This is an optimization exercise on Yosys and OpenROAD, whose aim is small area and a short achievable clock period, not a production implementation.
At most, simulation tests tie the RTL to the original design; equivalence was not proved.
Power is estimated from default activity; no workload was simulated.

== the previous run ==
## mm2s_dds_modulator
module mm2s_dds_modulator(
    input wire          S_AXI_CLK,
    input wire          S_AXI_ARESETN,
    output wire         S_AXI_AWREADY,
    input wire   [31:0] S_AXI_AWADDR,
    input wire          S_AXI_AWVALID,
    output wire         S_AXI_WREADY,
    input wire   [31:0] S_AXI_WDATA,
    input wire   [3:0]  S_AXI_WSTRB,
    input wire          S_AXI_WVALID,
    input wire          S_AXI_BREADY,
    output wire  [1:0]  S_AXI_BRESP,
    output wire         S_AXI_BVALID,
    output wire         S_AXI_ARREADY,
    input wire   [31:0] S_AXI_ARADDR,
    input wire          S_AXI_ARVALID,
    input wire          S_AXI_RREADY,
    output wire  [31:0] S_AXI_RDATA,
    output wire  [1:0]  S_AXI_RRESP,
    output wire         S_AXI_RVALID,
    output wire dds_en_o,
    output wire [71:0] m_axis_modulation_tdata,
    output wire m_axis_modulation_tvalid,
    output wire m_axis_modulation_tlast,
    input wire m_axis_modulation_tready
);
Size in the first run: roughly 1700 cells after synthesis, about 0.016 sq mm of cells after synthesis.
Settings: LEC_CHECK=0, CAP_MARGIN=20, CORE_MARGIN=2, CORE_UTILIZATION=40, SLEW_MARGIN=20; clock period 5.5 ns.
standard.sh (not shown) runs the stock make flow with config.mk's settings and CLKGATE_MAP_FILE= SYNTH_SCRIPT=/design/flow/synth_recipe.tcl, a recipe that flattens the netlist after the stock synthesis.
==> flow/flow/run.sh <==
#!/bin/bash
cp standard.sh standard_sh.log
export BUFFER_PORTS_ARGS="-buffer_cell sky130_fd_sc_hd__buf_1"
bash standard.sh > standard.log 2>&1
#### Input delta (the current run over the previous run)
Settings: putting SETUP_SLACK_MARGIN at 3.0 where nothing was set.
When the current run is measured against the previous run, its logic gate share of total power turns out 0.2 points higher.
Looking at timing startpoint of the critical path, the cfg0[0] result is from the previous run; the cfg2[3] one comes from the current run.
The previous run → the current run: clock skew +4.4 ps, critical path depth fell 1, register bit total from synthesis essentially unchanged, met2 routed wirelength now sits higher.
The core of the current run is more densely filled than that of the previous run.
Comparing the two runs side by side, the current run comes out behind the previous run on power.
Diff the previous run -> the current run: sequential share of layout area lower; post-route minimum period down 800 ps.
In the current run relative to the previous run, non-clock buffer count had gone up by more than half.
Summary: with the previous run as the reference, HPWL after detailed placement in the current run moved down by a few percent.
sel_m_q as the last element of the critical path was reported by the current run, and sel_p_q by the previous run.
Function was not checked in any run of this note: the RTL went through the layout flow alone.

========
## build 95
Another version of the RTL of mm2s_dds_modulator (not shown whole).
Size: about 1800 cells after synthesis, ~300 flip-flops, ~220 I/O pins, about 16000 um^2 of cells after synthesis.
export LEC_CHECK = 0
export CAP_MARGIN = 20
export CORE_MARGIN = 2
export CORE_UTILIZATION = 60
export SETUP_SLACK_MARGIN = 2.5
export SLEW_MARGIN = 20
create_clock -name core_clock -period 5.5 [get_ports {S_AXI_CLK}]
Scripts as last shown in full above: flow/flow/run.sh
Build 95 closes out successfully: all stages finished, all timing, DRC and antenna checks passed.
Input-level comparison between build 28 and build 95:
Settings: setting CTS_CLUSTER_DIAMETER to 120 for the first time; setting CTS_CLUSTER_SIZE to 24 for the first time; changing CORE_UTILIZATION from 60 to 40; changing SETUP_SLACK_MARGIN from 2.5 to 2.3.
==> run notes <==
- Diff build 28..build 95 | combinational-cell power consumption | negligible
- Build 28 vs build 95, worst-case hold slack went up by 0.013 ns.
- Compared with build 95, in build 28 transition time at the pin with the least slew margin decreased 0.14 ns, register-to-register slack decreased 0.14 ns, peak supply drop decreased about 47%, proportion of cell area occupied by multi-input gates increased 0.94 points.
The following lists how build 4 was set up differently from build 28:
Settings: CTS_CLUSTER_DIAMETER now 150, was 120; SETUP_SLACK_MARGIN now 2.5, was 2.3; CTS_CLUSTER_SIZE now 30, was 24.
==> run notes <==
- Build 4 consumes less power than build 28 does.
- Diff build 28 -> build 4 | share of the cycle needed by the critical path after routing | decrease of 2.9 points
- The run with more setup slack is build 4; build 28 has less.
- Min global-route usage over all layers across build 4 and build 28: build 4
- Clock power for build 4: about 5% down relative to build 28
- Between build 4 and build 28, the difference in routed wire length is negligible.
- The lower wire length of the first global-routing pass came out of build 4.
- Critical path data arrival time ends up higher on build 28.
- Insertion delay of the later-clocked pin in the worst-skew pair: build 4 vs build 28 — no meaningful difference
- Build 4 vs. build 28: maximum cell stage delay along the critical path now smaller, cell area now larger.
#### Input delta (build 13 over build 4)
Settings: a change of CTS_CLUSTER_DIAMETER from 150 to 120; a change of CTS_CLUSTER_SIZE from 30 to 24.
==> flow/flow/run.sh <==
#!/bin/bash
set -e
HERE=$(pwd)
mkdir -p "$HERE/scripts_alt"
for f in "$FLOW_HOME"/scripts/*; do ln -sf "$f" "$HERE/scripts_alt/"; done
rm -f "$HERE/scripts_alt/abc_speed.script"
cp "$HERE/flow/abc_speed.script" "$HERE/scripts_alt/abc_speed.script"
export SCRIPTS_DIR="$HERE/scripts_alt"
export BUFFER_PORTS_ARGS="-buffer_cell sky130_fd_sc_hd__buf_1"
export SKIP_GATE_CLONING=1
cp standard.sh standard_sh.log
bash standard.sh > standard.log 2>&1
==> flow/flow/abc_speed.script (new file) <==
&get -n
&st
&dch
&nf
&put
buffer -c
topo
stime -c
upsize -c
dnsize -c
## What came out
Routed wire in build 13 totals less than in build 4.
For build 4, the leading cell type in the layout, fill and taps excluded was sky130_fd_sc_hd__nand2_1, unlike build 13, where it was sky130_fd_sc_hd__dfxtp_1.
Compared with build 4, build 13 shows number of gates resized after CTS higher by about 19%.
A highest-delay cell along the critical path of sky130_fd_sc_hd__dfxtp_2 is what build 4 shows, while sky130_fd_sc_hd__dfxtp_4 belongs to build 13.
Re met2 routed wirelength: build 13 is about 15% down on build 4.

========
mm2s_dds_modulator again, from the RTL that the note above started with.
Settings: LEC_CHECK=0, CAP_MARGIN=20, CORE_MARGIN=2, CORE_UTILIZATION=40, CTS_CLUSTER_DIAMETER=120, CTS_CLUSTER_SIZE=24, SETUP_SLACK_MARGIN=2.5, SLEW_MARGIN=20; clock period 5.5 ns.
==> flow/flow/run.sh <==
#!/bin/bash
set -e
HERE=$(pwd)
mkdir -p "$HERE/scripts_alt"
for f in "$FLOW_HOME"/scripts/*; do ln -sf "$f" "$HERE/scripts_alt/"; done
rm -f "$HERE/scripts_alt/abc_speed.script"
cp "$HERE/flow/abc_speed.script" "$HERE/scripts_alt/abc_speed.script"
export SCRIPTS_DIR="$HERE/scripts_alt"
export BUFFER_PORTS_ARGS="-buffer_cell sky130_fd_sc_hd__buf_1"
cp standard.sh standard_sh.log
bash standard.sh > standard.log 2>&1
==> flow/flow/abc_speed.script <==
strash
&get -n
&fraig -x
&put
scorr
dc2
strash
&get -n
&dch -f
&nf
&put
buffer -c
topo
stime -c
upsize -c
dnsize -c
==> next run, changes <==
==> flow/flow/abc_speed.script (replaced) <==
&get -n
&st
&dch
&nf
&put
buffer -c
topo
stime -c
upsize -c
dnsize -c
--- a/flow/config.mk
+++ b/flow/config.mk
@@ -12,3 +12,3 @@
 export CTS_CLUSTER_SIZE = 24
-export SETUP_SLACK_MARGIN = 2.5
+export SETUP_SLACK_MARGIN = 2.7
 export SLEW_MARGIN = 20
Power came out lower by 0.49%.
Non-clock buffer count came out lower by 22.
Worst setup slack improved by 1.8 ns.
Worst hold slack hardly moves.
Clock-buffer cell count came out higher by 2.
Final cell count came out lower by 1.3%.
Synthesized area came out higher by about 2.3%.
Sequential power is about the same.
==> next run, changes <==
==> flow/flow/abc_speed.script (replaced) <==
&get -n
&st
&dch -f
&nf
&put
buffer -c
topo
stime -c
upsize -c
dnsize -c
--- a/flow/config.mk
+++ b/flow/config.mk
@@ -12,3 +12,3 @@
 export CTS_CLUSTER_SIZE = 24
-export SETUP_SLACK_MARGIN = 2.7
+export SETUP_SLACK_MARGIN = 2.5
 export SLEW_MARGIN = 20
Outcome: The new run produced a layout that fails on max-capacitance violations, max-slew violations; sequential share of layout area increases by 0.88 points; cell area shrinks by a few percent; global-route usage barely changes; first-iteration DRC count rises by a little under a tenth.
==> next run, changes <==
==> flow/flow/run.sh (replaced) <==
#!/bin/bash
cp standard.sh standard_sh.log
export BUFFER_PORTS_ARGS="-buffer_cell sky130_fd_sc_hd__buf_1"
bash standard.sh > standard.log 2>&1
--- a/flow/config.mk
+++ b/flow/config.mk
@@ -10,4 +10,2 @@
 export CORE_UTILIZATION = 40
-export CTS_CLUSTER_DIAMETER = 120
-export CTS_CLUSTER_SIZE = 24
 export SETUP_SLACK_MARGIN = 2.5
removed: flow/flow/abc_speed.script
The new run finished with timing, DRC and antenna clean.
Clock skew hardly moves.
Total power rises by 29%.
Die area rises by 5.5%.
Worst hold slack is better by 0.0056 ns.
Sequential power is about the same.
Core utilization rises by 2.1 points.
Via count rises by 12%.
Non-clock buffer count falls by 4.

-- static timing again, ports no longer ideal --
In the flow no input, the clock included, has a driving cell. The finished layouts below were timed again as built, in two steps. Step 1 sets driving cells, clkbuf_16 on the clock port and buf_2 on the other inputs (assumed; they add their load-dependent delay and slew). Step 2 adds t to the input delays and takes it off the output delays; t is the mean of the earliest and latest rising clock arrival at the registers after step 1. Input paths then give back, and output paths get back, about the clock's delay inside the block. a / b / c = no drivers / after step 1 / after step 2; a / b = the first two.
run | t (ns) | slack for setup (ns) | slew at the worst register clock pin (ns)
the previous run | 0.571 | 1.481 / 1.481 / 1.481 | 0.06 / 0.06
the current run | 0.581 | 2.278 / 2.278 / 2.049 | 0.06 / 0.06
build 95 | 0.559 | 2.513 / 2.513 / 2.084 | 0.06 / 0.06
build 28 | 0.570 | 2.370 / 2.347 / 1.857 | 0.11 / 0.11
build 4 | 0.552 | 2.531 / 2.531 / 2.046 | 0.12 / 0.12
build 13 | 0.562 | 2.500 / 2.500 / 2.016 | 0.11 / 0.11
the first run of note 3 | 0.561 | 0.763 / 0.763 / 0.763 | 0.11 / 0.11
the second run of note 3 | 0.560 | 2.521 / 2.521 / 2.064 | 0.11 / 0.11
the third run of note 3 | 0.556 | 2.532 / 2.559 / 2.003 | 0.11 / 0.11
the fourth run of note 3 | 0.601 | 2.568 / 2.568 / 2.012 | 0.06 / 0.06
The setup slack of the fourth run of note 3, which loses most, moves by 0.000 ns with the drivers and by -0.556 ns with both steps.
